Background: an optimization exercise with open tools, aiming at small area. Do not read the settings as production practice. Function was checked by simulation only, so behaviour that the tests miss may differ from the original. Power figures rest on the tool's default switching activity, not on a simulated workload. The clock port is modelled as an ideal driver; clocking choices that lean on that would not hold on a real chip.

== ember ==
Design LeNet_C1_layer, start of the top module:
module LeNet_C1_layer(
	input	wire		i_sclk,
	input	wire		i_rstn,
	input	wire		i_vsync,
	input	wire		i_hsync,
	input	wire		i_valid,
	input	wire		i_tdata,
	input	wire[5:0]	i_W_en,
	input	wire[7:0]	i_Weight_1,
	input	wire[7:0]	i_Weight_2,
	input	wire[7:0]	i_Weight_3,
	input	wire[7:0]	i_Weight_4,
	input	wire[7:0]	i_Weight_5,
	input	wire[7:0]	i_Weight_6,
	input	wire[4:0]	i_W_addr,
	input	wire[7:0]	i_Bias_1,
	input	wire[7:0]	i_Bias_2,
	input	wire[7:0]	i_Bias_3,
	input	wire[7:0]	i_Bias_4,
	input	wire[7:0]	i_Bias_5,
	input	wire[7:0]	i_Bias_6,
	output	reg 		o_hsync,
	output	reg 		o_valid,
	output	reg [5:0]	o_tdata
);
Settings: LEC_CHECK=0, CAP_MARGIN=20, CORE_MARGIN=2, CORE_UTILIZATION=66, CTS_CLUSTER_DIAMETER=100, CTS_CLUSTER_SIZE=25, PLACE_DENSITY=0.76, SLEW_MARGIN=20, SYNTH_HIERARCHICAL=1; clock period 6.0 ns.
standard.sh (not shown) runs the stock make flow with config.mk's settings and CLKGATE_MAP_FILE= SYNTH_SCRIPT=/design/flow/synth_recipe.tcl, a recipe that flattens the netlist after the stock synthesis.
==> flow/flow/run.sh <==
#!/bin/bash
# The standard layout (standard.sh) with two changes: the port buffers use the
# smallest buffer cell, and clock tree synthesis adds no dummy loads and
# clusters up to 25 sinks within 100 um. Each step's full log stays under
# orfs/logs; make's own output goes to standard.log.
set -euo pipefail
export BUFFER_PORTS_ARGS="-buffer_cell sky130_fd_sc_hd__buf_1"
export CTS_ARGS="-sink_clustering_enable -repair_clock_nets -dont_use_dummy_load -sink_clustering_size 25 -sink_clustering_max_diameter 100"
bash standard.sh > standard.log 2>&1
ember | status: complete | timing, DRC, antenna: pass
Input-level comparison between indigo and ember:
Settings: CORE_UTILIZATION changed from 66 to 70; PLACE_DENSITY changed from 0.76 to 0.8.
Notes after the runs:
Largest incremental delay on the critical path: indigo < ember. Core utilization of the finished layout ends up higher on indigo. For the number of diodes, indigo came in 7 higher than ember did. ember → indigo: minimum period implied by the final worst setup slack fell 0.026 ns; initial antenna violation count higher.
[inputs] pepper vs indigo
Settings: CTS_CLUSTER_SIZE changed from 25 to 30; CORE_UTILIZATION changed from 70 to 66; PLACE_DENSITY changed from 0.8 to 0.76.
==> flow/flow/run.sh <==
#!/bin/bash
# The standard layout (standard.sh) with two changes: the port buffers use the
# smallest buffer cell, and clock tree synthesis adds no dummy loads and
# clusters up to 30 sinks within 100 um. Each step's full log stays under
# orfs/logs; make's own output goes to standard.log.
set -euo pipefail
export BUFFER_PORTS_ARGS="-buffer_cell sky130_fd_sc_hd__buf_1"
export CTS_ARGS="-sink_clustering_enable -repair_clock_nets -dont_use_dummy_load -sink_clustering_size 30 -sink_clustering_max_diameter 100"
bash standard.sh > standard.log 2>&1
Results
Summary — clock-buffer cell count, pepper relative to indigo: lower, by 9.
Vias: pepper below indigo
Clock slew at the register clock pins of the worst setup and hold paths delta (pepper -> indigo): insignificant


Another version of the RTL of LeNet_C1_layer (not shown whole).
For scale: ~5700 cells after synthesis, ~1300 flip-flops, roughly 120 I/O pins, ~0.070 mm^2 of cells after synthesis.
Design LeNet_C1_layer, start of the top module:
module LeNet_C1_layer(
	input	wire		i_sclk,
	input	wire		i_rstn,
	input	wire		i_vsync,
	input	wire		i_hsync,
	input	wire		i_valid,
	input	wire		i_tdata,
	input	wire[5:0]	i_W_en,
	input	wire[7:0]	i_Weight_1,
	input	wire[7:0]	i_Weight_2,
	input	wire[7:0]	i_Weight_3,
	input	wire[7:0]	i_Weight_4,
	input	wire[7:0]	i_Weight_5,
	input	wire[7:0]	i_Weight_6,
	input	wire[4:0]	i_W_addr,
	input	wire[7:0]	i_Bias_1,
	input	wire[7:0]	i_Bias_2,
	input	wire[7:0]	i_Bias_3,
	input	wire[7:0]	i_Bias_4,
	input	wire[7:0]	i_Bias_5,
	input	wire[7:0]	i_Bias_6,
	output	reg 		o_hsync,
	output	reg 		o_valid,
	output	reg [5:0]	o_tdata
);
Settings: LEC_CHECK=0, CAP_MARGIN=20, CORE_MARGIN=2, CORE_UTILIZATION=60, CTS_CLUSTER_DIAMETER=100, CTS_CLUSTER_SIZE=25, PLACE_DENSITY=0.7, SLEW_MARGIN=20, SYNTH_HIERARCHICAL=1; clock period 6.0 ns.
run.sh (not shown) runs the stock make flow with config.mk's settings and CLKGATE_MAP_FILE= SYNTH_SCRIPT=/design/flow/synth_recipe.tcl, a recipe that flattens the netlist after the stock synthesis.
Stock flow here: none of the scripts above is used.
Next try:
==> flow/flow/run.sh (new file) <==
#!/bin/bash
# The standard layout (standard.sh) with two changes: the port buffers use the
# smallest buffer cell, and clock tree synthesis adds no dummy loads and
# clusters up to 25 sinks within 100 um. Each step's full log stays under
# orfs/logs; make's own output goes to standard.log.
set -euo pipefail
export BUFFER_PORTS_ARGS="-buffer_cell sky130_fd_sc_hd__buf_1"
export CTS_ARGS="-sink_clustering_enable -repair_clock_nets -dont_use_dummy_load -sink_clustering_size 25 -sink_clustering_max_diameter 100"
bash standard.sh > standard.log 2>&1
==> flow/standard.sh (new file) <==
#!/bin/bash
# synth_recipe.tcl (not shown) runs the flow's synth.tcl, then flattens the netlist and writes it again
# the make line also repeats each setting of config.mk as NAME=value (left out here)
make -C /OpenROAD-flow-scripts/flow DESIGN_CONFIG=/design/flow/config.mk WORK_HOME=/design/flow/orfs CLKGATE_MAP_FILE= SYNTH_SCRIPT=/design/flow/synth_recipe.tcl "${@:-finish}"
removed: flow/run.sh
Die area is unchanged.
Clock skew came out higher by 0.020 ns.
Synthesized cell count is unchanged.
Next try:
--- a/flow/flow/run.sh
+++ b/flow/flow/run.sh
@@ -4 +4 @@
-# clusters up to 25 sinks within 100 um. Each step's full log stays under
+# clusters up to 28 sinks within 90 um. Each step's full log stays under
@@ -8 +8 @@
-export CTS_ARGS="-sink_clustering_enable -repair_clock_nets -dont_use_dummy_load -sink_clustering_size 25 -sink_clustering_max_diameter 100"
+export CTS_ARGS="-sink_clustering_enable -repair_clock_nets -dont_use_dummy_load -sink_clustering_size 28 -sink_clustering_max_diameter 90"
- CTS_CLUSTER_DIAMETER: 100 -> 90
- CTS_CLUSTER_SIZE: 25 -> 28
After rerunning: The changed run finished with timing, DRC and antenna clean; routed wire length went up by 0.49%; sequential share of layout area hardly moves; setup slack is better by 0.032 ns; combinational power barely changes; cell area stays flat; die area is unchanged; power is about the same; global-route usage barely changes; via count stays flat; first-iteration DRC count went down by 1.0%.
Next try:
--- a/flow/flow/run.sh
+++ b/flow/flow/run.sh
@@ -4 +4 @@
-# clusters up to 28 sinks within 90 um. Each step's full log stays under
+# clusters up to 25 sinks within 100 um. Each step's full log stays under
@@ -8 +8 @@
-export CTS_ARGS="-sink_clustering_enable -repair_clock_nets -dont_use_dummy_load -sink_clustering_size 28 -sink_clustering_max_diameter 90"
+export CTS_ARGS="-sink_clustering_enable -repair_clock_nets -dont_use_dummy_load -sink_clustering_size 25 -sink_clustering_max_diameter 100"
- CORE_UTILIZATION: 60 -> 66
- CTS_CLUSTER_DIAMETER: 90 -> 100
- CTS_CLUSTER_SIZE: 28 -> 25
- PLACE_DENSITY: 0.7 -> 0.76
Utilization rises by 6.3 points.
Worst setup slack improves by 0.057 ns.
Combinational power barely changes.
Worst hold slack gains 0.0043 ns.
Final area drops by 0.47%.

[port drivers added, routing unchanged]
Ports are ideal in the flow. The routed layouts listed here were re-timed in OpenROAD.
Step 1, drivers: a clkbuf_16 drives i_sclk and a buf_2 each remaining input, both assumed.
Step 2 adds t to the input delays and takes it off the output delays; t is the mean of the earliest and latest rising clock arrival at the registers after step 1. Input paths then give back, and output paths get back, about the clock's delay inside the block.
a / b / c = ideal ports / drivers / drivers and shift; a / b = the first two.
run | t, ns | setup slack, ns | worst hold slack (ns)
ember | 0.791 | 0.098 / 0.098 / 0.098 | 0.323 / 0.323 / 0.323
indigo | 0.770 | 0.124 / 0.124 / 0.124 | 0.330 / 0.330 / 0.330
pepper | 0.775 | 0.147 / 0.147 / 0.147 | 0.294 / 0.294 / 0.294
the first run of note 2 | 0.832 | 0.228 / 0.228 / 0.219 | 0.325 / 0.325 / 0.325
the second run of note 2 | 0.797 | 0.111 / 0.111 / 0.111 | 0.329 / 0.329 / 0.329
the third run of note 2 | 0.791 | 0.143 / 0.143 / 0.143 | 0.331 / 0.331 / 0.331
the fourth run of note 2 | 0.793 | 0.200 / 0.200 / 0.200 | 0.336 / 0.336 / 0.336
After both steps every run listed still meets setup and hold. The setup slack of the first run of note 2, which loses most, moves by 0.000 ns with the drivers and by -0.009 ns with both steps.
